This is an optimization exercise on Yosys and OpenROAD, whose aim is small area and a short achievable clock period, not a production implementation.
In this exercise RTL edits were held to simulation tests only and were not proved equivalent to the original.
Power figures rest on the tool's default switching activity, not on a simulated workload.

## fir
module fir(
    input clk,
    input signed [15:0] noisy_signal,
    output signed [15:0] filtered_signal
);
    reg [15:0] r0;
    reg [15:0] r1;
    reg [15:0] r2;
    reg [15:0] r3;
    reg [15:0] r4;
    reg [15:0] r5;
    reg [15:0] r6;
    reg [15:0] r7;
    reg [15:0] r8;
    reg [16:0] p0_0;
    reg [16:0] p1_m1;
    reg rp2_0;
    reg rp2_1;
    reg rp2_2;
    reg rp2_3;
    reg rc2_4;
    reg rp2_5;
    reg rp2_6;
    reg rp2_7;
    reg rp2_8;
    reg rc2_9;
    reg rp2_10;
    reg rp2_11;
    reg rp2_12;
    reg rc2_13;
    reg rp2_14;
    reg rp2_15;
    reg rp2_16;
    reg rc2_17;
    reg rp2_18;
    reg rp2_19;
    reg rp2_20;
    reg rp3_21;
    reg rp3_22;
    reg rp3_23;
    reg rc3_24;
    reg rp3_25;
    reg rp3_26;
    reg rp3_27;
    reg rc3_28;
    reg rp3_29;
    reg rp3_30;
    reg rp3_31;
    reg rc3_32;
    reg rp3_33;
    reg rp3_34;
    reg rp3_35;
    reg rc3_36;
    reg rp3_37;
    reg rp3_38;
    reg rp3_39;
    reg rc3_40;
    reg rp3_41;
    reg rp3_42;
    reg qm2_43;
    reg qm2_44;
    reg qm2_45;
    reg qm2_46;
    reg qm2_47;
    reg qm2_48;
    reg qm2_49;
    reg qm2_50;
    reg qm2_51;
    reg qm2_52;
    reg qm2_53;
    reg qm2_54;
    reg qm2_55;
    reg qm2_56;
    reg qm2_57;
    reg qm2_58;
    reg qm2_59;
    reg qm2_60;
    reg qm2_61;
    reg qm2_62;
    reg qm2_63;
    reg qm2_64;
    reg qm2_65;
    reg qm2_66;
    reg qm2_67;
    reg qm2_68;
    reg qm2_69;
    reg qm2_70;
    reg qm2_71;
    reg qm2_72;
    reg qm2_73;
    reg qm2_74;
    reg qm2_75;
    reg qm2_76;
    reg qm2_77;
    reg qm2_78;
    reg qm2_79;
    reg qm2_80;
    reg qm2_81;
    reg qm2_82;
    reg qm2_83;
    reg qm2_84;
    reg qm2_85;
    reg qm2_86;
    reg qm2_87;
    reg qm2_88;
    reg qm1_89;
    reg qm1_90;
    reg qm1_91;
    reg qm1_92;
    reg qm1_93;
    reg qm1_94;
    reg qm1_95;
    reg qm1_96;
    reg qm1_97;
    reg qm1_98;
    reg qm1_99;
    reg qm1_100;
    reg qm1_101;
    reg qm1_102;
    reg qm1_103;
    reg qm1_104;
    reg qm1_105;
    reg qm1_106;
    reg qm1_107;
    reg qm1_108;
    reg qm1_109;
    reg qm1_110;
    reg qm1_111;
    reg qm1_112;
    reg qm1_113;
    reg qm1_114;
  ...
clock: 6.0 ns
lec_check: 0
cap_margin: 20
core_margin: 2
core_utilization: 65
cts_cluster_diameter: 100
cts_cluster_size: 25
setup_slack_margin: 3.8
slew_margin: 20
synth_hierarchical: 1
synth_minimum_keep_size: 0
run.sh (not shown) runs the stock make flow with config.mk's settings and CLKGATE_MAP_FILE= SYNTH_SCRIPT=/design/flow/synth_recipe.tcl, a recipe that flattens the netlist after the stock synthesis.
The first run went through all stages and came out clean.
Edit:
--- a/flow/config.mk
+++ b/flow/config.mk
@@ -10,5 +10,5 @@
 export CORE_UTILIZATION = 65
 export CTS_CLUSTER_DIAMETER = 100
-export CTS_CLUSTER_SIZE = 25
+export CTS_CLUSTER_SIZE = 20
 export SETUP_SLACK_MARGIN = 3.8
 export SLEW_MARGIN = 20
Result: Cell count goes up by 0.42%; non-clock buffer count goes up by 3; sequential power hardly moves; first-iteration DRC count barely changes; die area does not change; combinational power barely changes; wire length climbs by 0.66%; core utilization goes up by 0.50 points.
Edit:
--- a/flow/config.mk
+++ b/flow/config.mk
@@ -11,5 +11,5 @@
 export CTS_CLUSTER_DIAMETER = 100
 export CTS_CLUSTER_SIZE = 20
-export SETUP_SLACK_MARGIN = 3.8
+export SETUP_SLACK_MARGIN = 3.7
 export SLEW_MARGIN = 20
 export SYNTH_HIERARCHICAL = 1
Result: The new run completed without violations; via count shrinks by 1.8%; die area does not change; clock power hardly moves; design area shrinks by 1.0%; routed wire length shrinks by 1.7%; cell count shrinks by 0.52%; synthesized area does not change.
Edit:
--- a/flow/config.mk
+++ b/flow/config.mk
@@ -8,8 +8,8 @@
 export CAP_MARGIN = 20
 export CORE_MARGIN = 2
-export CORE_UTILIZATION = 65
+export CORE_UTILIZATION = 72
 export CTS_CLUSTER_DIAMETER = 100
 export CTS_CLUSTER_SIZE = 20
-export SETUP_SLACK_MARGIN = 3.7
+export SETUP_SLACK_MARGIN = 3.9
 export SLEW_MARGIN = 20
 export SYNTH_HIERARCHICAL = 1
=>
- final cell count shrinks by 1.7%
- first-iteration DRC count rose by 33%
- final area is higher by 1.7%
- sequential power rises by about 1%
- worst setup slack stays flat
- routed wire length grows by 8.0%
- non-clock buffer count rose by 19
Edit:
--- a/flow/config.mk
+++ b/flow/config.mk
@@ -8,5 +8,5 @@
 export CAP_MARGIN = 20
 export CORE_MARGIN = 2
-export CORE_UTILIZATION = 72
+export CORE_UTILIZATION = 65
 export CTS_CLUSTER_DIAMETER = 100
 export CTS_CLUSTER_SIZE = 20
The changed run finished clean.
Clock-buffer cell count does not change.
Maximum frequency is higher slightly.
Register-to-register slack improved by 0.06 ns.
Area after synthesis stays the same.
Global-route usage is lower by 3.8 points.
Setup slack improved by 0.037 ns.

port drivers added, routing unchanged:
Ports are ideal in the flow. The routed layouts listed here were re-timed in OpenROAD.
Step 1, drivers: a clkbuf_16 drives clk and a buf_2 each remaining input, both assumed.
Step 2 times the ports against the registers' clock, not the clock port: input delays grow and output delays shrink by t, the midpoint of the rising clock arrivals with the driver on.
Slacks: ideal / step 1 / step 2; pairs: ideal / step 1.
run	shift t [ns]	setup WS [ns]	cell pins on the clock port's net
the first run	0.619	3.797 / 3.746 / 3.812	1
the second run	0.632	3.778 / 3.726 / 3.819	1
the third run	0.623	3.754 / 3.735 / 3.754	1
the fourth run	0.633	3.753 / 3.723 / 3.753	1
the fifth run	0.623	3.790 / 3.738 / 3.811	1
After both steps every run listed still meets setup and hold.
